Source: an optimization exercise on an open RTL-to-GDS flow (aim: small area). Production flows keep margins and buffers that such runs may drop.
The RTL was checked by simulation tests, not by an equivalence proof against the original design.
Power is estimated from default activity; no workload was simulated.

## procesador_singlecycle
module procesador_singlecycle (CLK,RESET_N,idata,ddata_r,iaddr,daddr,ddata_w,d_rw);
==> module ALU, before the edit <==
module ALU (A, B, sub, f3, ALU_result, eq);
input  [31:0] A, B;
input  sub;
input  [2:0] f3;
output [31:0] ALU_result;
output eq;
wire [31:0] Bx = B ^ {32{sub}};
wire [31:0] p  = A ^ Bx;
wire [31:0] g  = A & Bx;
wire [31:0] c;
adder_carry ac (.g(g), .p(p), .cin(sub), .c(c));
wire [31:0] s  = p ^ c;
assign ALU_result = f3[2] ? (f3[1] ? (g | (p & {32{~f3[0]}})) : p) : s;
assign eq = &p;
endmodule
==> module ALUcontrol, before the edit <==
module ALUcontrol (Instruction, sub);
input  [31:0] Instruction;
output sub;
assign sub = (Instruction[5] & Instruction[4] & Instruction[30]) | Instruction[6];
endmodule
Settings: LEC_CHECK=0, CAP_MARGIN=20, CORE_MARGIN=2, CORE_UTILIZATION=40, SLEW_MARGIN=20; clock period 13.0 ns.
standard.sh (not shown) runs the stock make flow with config.mk's settings and CLKGATE_MAP_FILE= SYNTH_SCRIPT=/design/flow/synth_recipe.tcl, a recipe that flattens the netlist after the stock synthesis.
==> flow/flow/run.sh <==
#!/bin/bash
# Own layout flow: the standard flow (standard.sh, unchanged synthesis, floorplan,
# power grid, placement, routing), with these changes:
#  - port buffers are sky130_fd_sc_hd__buf_1 instead of the default delay buffer;
set -euo pipefail
bash standard.sh \
  "BUFFER_PORTS_ARGS=-buffer_cell sky130_fd_sc_hd__buf_1" \
  "CTS_ARGS=-sink_clustering_enable -repair_clock_nets -dont_use_dummy_load -sink_clustering_size 24 -sink_clustering_max_diameter 70 -root_buf sky130_fd_sc_hd__clkbuf_8 -buf_list {sky130_fd_sc_hd__clkbuf_8 sky130_fd_sc_hd__clkbuf_16}" \
  finish > make_finish.log 2>&1
==> next run, changes <==
--- a/flow/design.v
+++ b/flow/design.v
@@ -9,11 +9,11 @@
 wire [31:0] g  = A & Bx;
 wire [31:0] c;
 adder_carry ac (.g(g), .p(p), .cin(sub), .c(c));
 wire [31:0] s  = p ^ c;
 assign ALU_result = f3[2] ? (f3[1] ? (g | (p & {32{~f3[0]}})) : p) : s;
-assign eq = &p;
+assign eq = ~|p;
 endmodule
 module adder_carry (g, p, cin, c);
 input  [31:0] g, p;
 input  cin;
 output [31:0] c;    
@@ -212,11 +212,11 @@
 assign c[31] = G157;
 endmodule
 module ALUcontrol (Instruction, sub);
 input  [31:0] Instruction;
 output sub;
-assign sub = (Instruction[5] & Instruction[4] & Instruction[30]) | Instruction[6];
+assign sub = Instruction[5] & Instruction[4] & Instruction[30];
 endmodule
 module control (Instruction, RegWrite, MemWrite, MemtoReg, UseRs2, Branch, SType);
 input  [6:0] Instruction;
 output RegWrite, MemWrite, MemtoReg, UseRs2, Branch, SType;
 wire b4 = Instruction[4];
Synthesized cell count is about the same; total power drops by 2.2%; setup slack degrades by 0.47 ns; core utilization hardly moves; area after synthesis is about the same.

Another version of the RTL of procesador_singlecycle (not shown whole).
For scale: about 3600 cells after synthesis, about 160 I/O pins.
==> module Register, before the edit <==
module Register (CLK, RESET_N, RegWrite, RegRead_1, RegRead_2, w_reg, w_data, r_data1, r_data2);
input  CLK, RESET_N, RegWrite;
input  [4:0] RegRead_1, RegRead_2, w_reg;
input  [31:0] w_data;
output [31:0] r_data1, r_data2;
wire [31:1] we;
wire [3:0] we_lo;
wire [7:0] we_hi;
genvar k;
generate
  for (k = 0; k < 4; k = k + 1) begin : lo
    assign we_lo[k] = (RegWrite & (w_reg[1:0] == k)) | ~RESET_N;
  end
  for (k = 0; k < 8; k = k + 1) begin : hi
    assign we_hi[k] = (w_reg[4:2] == k) | ~RESET_N;
  end
endgenerate
wire [31:0] t1 [0:31];
wire [31:0] t2 [0:31];
assign t1[0] = {32{|RegRead_1}};
assign t2[0] = {32{|RegRead_2}};
genvar i;
generate
  for (i = 1; i < 32; i = i + 1) begin : r
    reg [31:0] q;
    assign we[i] = we_lo[i % 4] & we_hi[i / 4];
    always @(posedge CLK)
      q <= (w_data & {32{we[i]}}) | (q & {32{~we[i]}});
    wire s1 = (RegRead_1 == i);
    wire s2 = (RegRead_2 == i);
    assign t1[i] = t1[i-1] & (q | {32{~s1}});
    assign t2[i] = t2[i-1] & (q | {32{~s2}});
  end
endgenerate
assign r_data1 = t1[31];
assign r_data2 = t2[31];
endmodule
==> module procesador_singlecycle, before the edit <==
module procesador_singlecycle (CLK,RESET_N,idata,ddata_r,iaddr,daddr,ddata_w,d_rw);
input CLK, RESET_N;
input  [31:0] idata;
input  [31:0] ddata_r;
output [31:0] iaddr, daddr;
output [31:0] ddata_w;
output d_rw;
wire RegWrite, MemtoReg, UseRs2, Branch, SType, sub, eq;
wire [31:0] ImmIS, rs1v, rs2v, alu;
wire [31:1] ImmB;
control control (.Instruction(idata[6:0]), .RegWrite(RegWrite), .MemWrite(d_rw),
                 .MemtoReg(MemtoReg), .UseRs2(UseRs2), .Branch(Branch), .SType(SType));
ALUcontrol ALUCONTROL (.Instruction(idata), .sub(sub));
generador_inmediato gen_Imm (.instruction(idata), .SType(SType), .ImmIS(ImmIS), .ImmB(ImmB));
wire sel_mem = MemtoReg & RESET_N;
wire sel_alu = ~MemtoReg & RESET_N;
wire [31:0] wdata = (ddata_r & {32{sel_mem}}) | (alu & {32{sel_alu}});
Register Register (.CLK(CLK), .RESET_N(RESET_N), .RegWrite(RegWrite),
                   .RegRead_1(idata[19:15]), .RegRead_2(idata[24:20]), .w_reg(idata[11:7]),
                   .w_data(wdata), .r_data1(rs1v), .r_data2(rs2v));
ALU ALU (.A(rs1v), .B(UseRs2 ? rs2v : ImmIS), .sub(sub), .f3(idata[14:12]),
         .ALU_result(alu), .eq(eq));
reg  [31:1] PC;
wire taken = Branch & (eq ^ idata[12]);      
wire [31:0] px = {PC, 1'b0};
wire [31:0] py = {taken ? ImmB : 31'd2, 1'b0};
wire [31:0] pc_c;
pc_carry pc_add (.g(px & py), .p(px ^ py), .cin(1'b0), .c(pc_c));
wire [31:0] npc = px ^ py ^ pc_c;
always @(posedge CLK or negedge RESET_N)
  if (!RESET_N) PC <= 31'b0;
  else PC <= npc[31:1];
assign iaddr   = {PC, 1'b0};
assign daddr   = alu;
assign ddata_w = rs2v;
endmodule
export LEC_CHECK = 0
export CAP_MARGIN = 20
export CORE_MARGIN = 2
export CORE_UTILIZATION = 40
export SLEW_MARGIN = 20
create_clock -name core_clock -period 13.0 [get_ports {CLK}]
Scripts as last shown in full above: flow/flow/run.sh
The starting point completed without violations.
Rerun with:
--- a/flow/design.v
+++ b/flow/design.v
@@ -11,7 +11,7 @@
 adder_carry ac (.g(g), .p(p), .cin(sub), .c(c));
 wire [31:0] s  = p ^ c;
 assign ALU_result = f3[2] ? (f3[1] ? (g | (p & {32{~f3[0]}})) : p) : s;
-assign eq = &p;
+assign eq = ~|p;
 endmodule
 module adder_carry (g, p, cin, c);
 input  [31:0] g, p;
@@ -214,7 +214,7 @@
 module ALUcontrol (Instruction, sub);
 input  [31:0] Instruction;
 output sub;
-assign sub = (Instruction[5] & Instruction[4] & Instruction[30]) | Instruction[6];
+assign sub = Instruction[5] & Instruction[4] & Instruction[30];
 endmodule
 module control (Instruction, RegWrite, MemWrite, MemtoReg, UseRs2, Branch, SType);
 input  [6:0] Instruction;
@@ -244,17 +244,7 @@
 input  [31:0] w_data;
 output [31:0] r_data1, r_data2;
 wire [31:1] we;
-wire [3:0] we_lo;
-wire [7:0] we_hi;
-genvar k;
-generate
-  for (k = 0; k < 4; k = k + 1) begin : lo
-    assign we_lo[k] = (RegWrite & (w_reg[1:0] == k)) | ~RESET_N;
-  end
-  for (k = 0; k < 8; k = k + 1) begin : hi
-    assign we_hi[k] = (w_reg[4:2] == k) | ~RESET_N;
-  end
-endgenerate
+wire [31:0] wd = w_data & {32{RESET_N}};
 wire [31:0] t1 [0:31];
 wire [31:0] t2 [0:31];
 assign t1[0] = {32{|RegRead_1}};
@@ -263,9 +253,9 @@
 generate
   for (i = 1; i < 32; i = i + 1) begin : r
     reg [31:0] q;
-    assign we[i] = we_lo[i % 4] & we_hi[i / 4];
+    assign we[i] = (RegWrite & (w_reg == i)) | ~RESET_N;
     always @(posedge CLK)
-      q <= (w_data & {32{we[i]}}) | (q & {32{~we[i]}});
+      q <= (wd & {32{we[i]}}) | (q & {32{~we[i]}});
     wire s1 = (RegRead_1 == i);
     wire s2 = (RegRead_2 == i);
     assign t1[i] = t1[i-1] & (q | {32{~s1}});
@@ -289,12 +279,9 @@
                  .MemtoReg(MemtoReg), .UseRs2(UseRs2), .Branch(Branch), .SType(SType));
 ALUcontrol ALUCONTROL (.Instruction(idata), .sub(sub));
 generador_inmediato gen_Imm (.instruction(idata), .SType(SType), .ImmIS(ImmIS), .ImmB(ImmB));
-wire sel_mem = MemtoReg & RESET_N;
-wire sel_alu = ~MemtoReg & RESET_N;
-wire [31:0] wdata = (ddata_r & {32{sel_mem}}) | (alu & {32{sel_alu}});
 Register Register (.CLK(CLK), .RESET_N(RESET_N), .RegWrite(RegWrite),
                    .RegRead_1(idata[19:15]), .RegRead_2(idata[24:20]), .w_reg(idata[11:7]),
-                   .w_data(wdata), .r_data1(rs1v), .r_data2(rs2v));
+                   .w_data(MemtoReg ? ddata_r : alu), .r_data1(rs1v), .r_data2(rs2v));
 ALU ALU (.A(rs1v), .B(UseRs2 ? rs2v : ImmIS), .sub(sub), .f3(idata[14:12]),
          .ALU_result(alu), .eq(eq));
 reg  [31:1] PC;
The new run completed without violations.
Global-route usage rises by 0.79 points.
Utilization rises by 0.14 points.
Register-to-register slack is worse by 130 ps.
Total power rises by 0.61%.
Via count rises by 0.79%.
Hold slack is better by 22 ps.
Design area rises by 0.31%.
Setup slack is better by 430 ps.

==> static timing again, ports no longer ideal <==
The flow's constraints put no driver on any port. The routed layouts listed below were extracted and timed again, unchanged, in two steps.
Step 1 (the two cells are an assumption about what drives the block):
set clk [get_ports {CLK}]
set_driving_cell -lib_cell sky130_fd_sc_hd__clkbuf_16 $clk
set_driving_cell -lib_cell sky130_fd_sc_hd__buf_2 [delete_from_list [all_inputs] $clk]
Step 2 moves the port delays by t, midway between the first and last clock arrival at a register: inputs arrive t later, outputs are due t later. That takes back most of the time a late clock gives input paths.
a / b / c = ideal / step 1 / step 2; a / b = the first two.
| run | shift t [ns] | setup WS [ns] | worst setup path at the end | worst slew at a driven data input, ns |
|---|---|---|---|---|
| the first run of note 1 | 0.967 | 0.723 / 0.691 / 0.669 | input to register | 0.13 |
| the second run of note 1 | 0.936 | 0.253 / 0.186 / 0.186 | input to output | 0.10 |
| the first run of note 2 | 0.893 | 0.858 / 0.806 / 0.806 | input to output | 0.11 |
| the second run of note 2 | 0.899 | 1.293 / 1.185 / 0.948 | input to register | 0.11 |
After both steps every run listed still meets setup and hold. The setup slack of the second run of note 2, which loses most, moves by -0.108 ns with the drivers and by -0.345 ns with both steps.
